This design comes from an exercise in tuning for small area, a short achievable clock period and few clock cycles on the open sky130 flow, not from production work.
At most, simulation tests tie the RTL to the original design; equivalence was not proved.
Power and IR drop assume default switching activity.

## gamma
==> module viterbi_hamming, before the edit <==
module viterbi_hamming (clk, reset, in_valid, r, out_valid, cw, metric);
  input         clk;
  input         reset;
  input         in_valid;
  input  [63:0] r;
  output reg        out_valid;
  output reg [7:0]  cw;
  output reg [10:0] metric;
  reg [63:0] r_q;
  reg        v_q, v2_q;
  wire [7:0] x0 = r_q[7:0],   x1 = r_q[15:8],  x2 = r_q[23:16], x3 = r_q[39:32];
  wire [7:0] x4 = r_q[31:24], x5 = r_q[47:40], x6 = r_q[55:48], x7 = r_q[63:56];
  wire [8:0] a0, a1, a2, a3, a4, a5, a6, a7;
  vh_addsub #(8, 0) s1_0 (.a(x0), .b(x1), .s(a0));
  vh_addsub #(8, 1) s1_1 (.a(x0), .b(x1), .s(a1));
  vh_addsub #(8, 0) s1_2 (.a(x2), .b(x3), .s(a2));
  vh_addsub #(8, 1) s1_3 (.a(x2), .b(x3), .s(a3));
  vh_addsub #(8, 0) s1_4 (.a(x4), .b(x5), .s(a4));
  vh_addsub #(8, 1) s1_5 (.a(x4), .b(x5), .s(a5));
  vh_addsub #(8, 0) s1_6 (.a(x6), .b(x7), .s(a6));
  vh_addsub #(8, 1) s1_7 (.a(x6), .b(x7), .s(a7));
  wire [9:0] b0, b1, b2, b3, b4, b5, b6, b7;
  vh_addsub #(9, 0) s2_0 (.a(a0), .b(a2), .s(b0));
  vh_addsub #(9, 0) s2_1 (.a(a1), .b(a3), .s(b1));
  vh_addsub #(9, 1) s2_2 (.a(a0), .b(a2), .s(b2));
  vh_addsub #(9, 1) s2_3 (.a(a1), .b(a3), .s(b3));
  vh_addsub #(9, 0) s2_4 (.a(a4), .b(a6), .s(b4));
  vh_addsub #(9, 0) s2_5 (.a(a5), .b(a7), .s(b5));
  vh_addsub #(9, 1) s2_6 (.a(a4), .b(a6), .s(b6));
  vh_addsub #(9, 1) s2_7 (.a(a5), .b(a7), .s(b7));
  wire [9:0] s0, s1, s2, s3;
  wire sx0, sx1, sx2, sx3, sy0, sy1, sy2, sy3;
  vh_pair p0 (.x(b0), .y(b4), .s(s0), .sx(sx0), .sy(sy0));
  vh_pair p1 (.x(b1), .y(b5), .s(s1), .sx(sx1), .sy(sy1));
  vh_pair p2 (.x(b2), .y(b6), .s(s2), .sx(sx2), .sy(sy2));
  vh_pair p3 (.x(b3), .y(b7), .s(s3), .sx(sx3), .sy(sy3));
  reg [9:0] s0_q, s1_q, s2_q, s3_q;
  reg [3:0] sx_q, sy_q;
  wire [10:0] k0 = {s0_q, sy_q[0]}, k1 = {s1_q, sy_q[1]};
  wire [10:0] k2 = {s2_q, sy_q[2]}, k3 = {s3_q, sy_q[3]};
  wire [3:0]  hiv = sx_q ^ sy_q;
  wire g10, g20, g30, g21, g31, g32;
  vh_gt #(11) c10 (.a(k1), .b(k0), .gt(g10));
  vh_gt #(11) c20 (.a(k2), .b(k0), .gt(g20));
  vh_gt #(11) c30 (.a(k3), .b(k0), .gt(g30));
  vh_gt #(11) c21 (.a(k2), .b(k1), .gt(g21));
  vh_gt #(11) c31 (.a(k3), .b(k1), .gt(g31));
  vh_gt #(11) c32 (.a(k3), .b(k2), .gt(g32));
  wire [3:0] w;
  assign w[0] = ~g10 & ~g20 & ~g30;
  assign w[1] =  g10 & ~g21 & ~g31;
  assign w[2] =  g20 &  g21 & ~g32;
  assign w[3] =  g30 &  g31 &  g32;
  wire [10:0] mk = ({11{w[0]}} & k0) | ({11{w[1]}} & k1) | ({11{w[2]}} & k2) | ({11{w[3]}} & k3);
  wire hi = |(w & hiv);
  wire sg = |(w & sx_q);
  wire [2:0] a = {hi, w[2] | w[3], w[1] | w[3]};
  wire [10:0] mag = {1'b0, mk[10:1]} + {10'd0, mk[0]};
  wire a0b = ~sg;
  wire [7:0] c;
  assign c[0] = a0b;                          
  assign c[1] = a[0] ^ a0b;                   
  assign c[2] = a[1] ^ a0b;                   
  assign c[4] = a[0] ^ a[1] ^ a0b;            
  assign c[3] = a[2] ^ a0b;                   
  assign c[5] = a[2] ^ a[0] ^ a0b;            
  assign c[6] = a[2] ^ a[1] ^ a0b;            
  assign c[7] = a[2] ^ a[1] ^ a[0] ^ a0b;     
  always @(posedge clk) begin
    if (reset) begin
      v_q <= 1'b0;
      v2_q <= 1'b0;
      out_valid <= 1'b0;
    end else begin
      v_q <= in_valid;
      v2_q <= v_q;
      out_valid <= v2_q;
    end
    r_q <= r;
    s0_q <= s0;
    s1_q <= s1;
    s2_q <= s2;
    s3_q <= s3;
    sx_q <= {sx3, sx2, sx1, sx0};
    sy_q <= {sy3, sy2, sy1, sy0};
    cw <= c;
    metric <= mag;
  end
endmodule
Settings: LEC_CHECK=0, ABC_AREA=1, CAP_MARGIN=20, CORE_MARGIN=2, CORE_UTILIZATION=40, CTS_BUF_LIST=sky130_fd_sc_hd__clkbuf_8, CTS_CLUSTER_SIZE=30, SLEW_MARGIN=20, BUFFER_PORTS_ARGS=-buffer_cell sky130_fd_sc_hd__buf_1; clock period 15.0 ns.
standard.sh (not shown) runs the stock make flow with config.mk's settings and CLKGATE_MAP_FILE= SYNTH_SCRIPT=/design/flow/synth_recipe.tcl, a recipe that flattens the netlist after the stock synthesis.
==> flow/flow/run.sh <==
#!/bin/bash
# Layout flow: the standard flow, with Yosys's full/half-adder extraction off
# so that ABC maps the adders itself, and plain buffers on the ports.
set -e
echo "export ADDER_MAP_FILE =" >> config.mk
echo "export BUFFER_PORTS_ARGS = -buffer_cell sky130_fd_sc_hd__buf_1" >> config.mk
bash standard.sh > standard.log 2>&1
Testbench counts of gamma, summed over its fixed seeds: cycles 32,016.
For delta, these inputs were changed with respect to gamma:
diff --git a/flow/design.v b/flow/design.v
--- a/flow/design.v
+++ b/flow/design.v
@@ -85,28 +85,32 @@
   vh_pair p1 (.x(b1), .y(b5), .s(s1), .sx(sx1), .sy(sy1));
   vh_pair p2 (.x(b2), .y(b6), .s(s2), .sx(sx2), .sy(sy2));
   vh_pair p3 (.x(b3), .y(b7), .s(s3), .sx(sx3), .sy(sy3));
-  reg [9:0] s0_q, s1_q, s2_q, s3_q;
+  wire par = b0[0] ^ b4[0];
+  reg [8:0] s0_q, s1_q, s2_q, s3_q;
   reg [3:0] sx_q, sy_q;
-  wire [10:0] k0 = {s0_q, sy_q[0]}, k1 = {s1_q, sy_q[1]};
-  wire [10:0] k2 = {s2_q, sy_q[2]}, k3 = {s3_q, sy_q[3]};
+  reg       par_q;
+  wire [3:0]  t  = sy_q & {4{~par_q}};
+  wire [9:0] k0 = {s0_q, t[0]}, k1 = {s1_q, t[1]};
+  wire [9:0] k2 = {s2_q, t[2]}, k3 = {s3_q, t[3]};
   wire [3:0]  hiv = sx_q ^ sy_q;
   wire g10, g20, g30, g21, g31, g32;
-  vh_gt #(11) c10 (.a(k1), .b(k0), .gt(g10));
-  vh_gt #(11) c20 (.a(k2), .b(k0), .gt(g20));
-  vh_gt #(11) c30 (.a(k3), .b(k0), .gt(g30));
-  vh_gt #(11) c21 (.a(k2), .b(k1), .gt(g21));
-  vh_gt #(11) c31 (.a(k3), .b(k1), .gt(g31));
-  vh_gt #(11) c32 (.a(k3), .b(k2), .gt(g32));
+  vh_gt #(10) c10 (.a(k1), .b(k0), .gt(g10));
+  vh_gt #(10) c20 (.a(k2), .b(k0), .gt(g20));
+  vh_gt #(10) c30 (.a(k3), .b(k0), .gt(g30));
+  vh_gt #(10) c21 (.a(k2), .b(k1), .gt(g21));
+  vh_gt #(10) c31 (.a(k3), .b(k1), .gt(g31));
+  vh_gt #(10) c32 (.a(k3), .b(k2), .gt(g32));
   wire [3:0] w;
   assign w[0] = ~g10 & ~g20 & ~g30;
   assign w[1] =  g10 & ~g21 & ~g31;
   assign w[2] =  g20 &  g21 & ~g32;
   assign w[3] =  g30 &  g31 &  g32;
-  wire [10:0] mk = ({11{w[0]}} & k0) | ({11{w[1]}} & k1) | ({11{w[2]}} & k2) | ({11{w[3]}} & k3);
+  wire [9:0] mk = ({10{w[0]}} & k0) | ({10{w[1]}} & k1) | ({10{w[2]}} & k2) | ({10{w[3]}} & k3);
   wire hi = |(w & hiv);
   wire sg = |(w & sx_q);
   wire [2:0] a = {hi, w[2] | w[3], w[1] | w[3]};
-  wire [10:0] mag = {1'b0, mk[10:1]} + {10'd0, mk[0]};
+  wire [9:0] half = {1'b0, mk[9:1]} + {9'd0, mk[0]};
+  wire [10:0] mag = {half, par_q};
   wire a0b = ~sg;
   wire [7:0] c;
   assign c[0] = a0b;                          
@@ -128,10 +132,11 @@
       out_valid <= v2_q;
     end
     r_q <= r;
-    s0_q <= s0;
-    s1_q <= s1;
-    s2_q <= s2;
-    s3_q <= s3;
+    s0_q <= s0[9:1];
+    s1_q <= s1[9:1];
+    s2_q <= s2[9:1];
+    s3_q <= s3[9:1];
+    par_q <= par;
     sx_q <= {sx3, sx2, sx1, sx0};
     sy_q <= {sy3, sy2, sy1, sy0};
     cw <= c;
## What came out
- Cell count of delta is on par with gamma.
- Higher final critical path time including I/O delays and setup was reported by delta, not gamma.
- | global-route usage | delta vs gamma | ≈ equal |
- gamma → delta: worst hold slack up 0.0085 ns, share of total power consumed by net switching up 0.26 points.
The RTL of delta was laid out without a check of its function.

-- afterwards: timing with drivers on the ports --
In the flow no input, the clock included, has a driving cell. The finished layouts below were timed again as built, in two steps.
Step 1, drivers: a clkbuf_16 drives clk and a buf_2 each remaining input, both assumed.
Step 2, shift: input delay + t, output delay - t, t = (earliest + latest rising clock arrival at the registers) / 2. This alone moves slack from input paths to output paths.
a / b / c = ideal ports / drivers / drivers and shift; a / b = the first two.
run | shift t [ns] | setup slack, ns | worst hold slack (ns) | clock arrival spread, ns | worst slew at a driven data input, ns
gamma | 0.493 | 11.086 / 11.045 / 11.132 | 0.400 / 0.400 / 0.400 | 0.021 / 0.020 | 0.03
delta | 0.502 | 11.065 / 11.018 / 11.100 | 0.408 / 0.408 / 0.408 | 0.014 / 0.015 | 0.03
After both steps setup and hold are still met in every run listed.
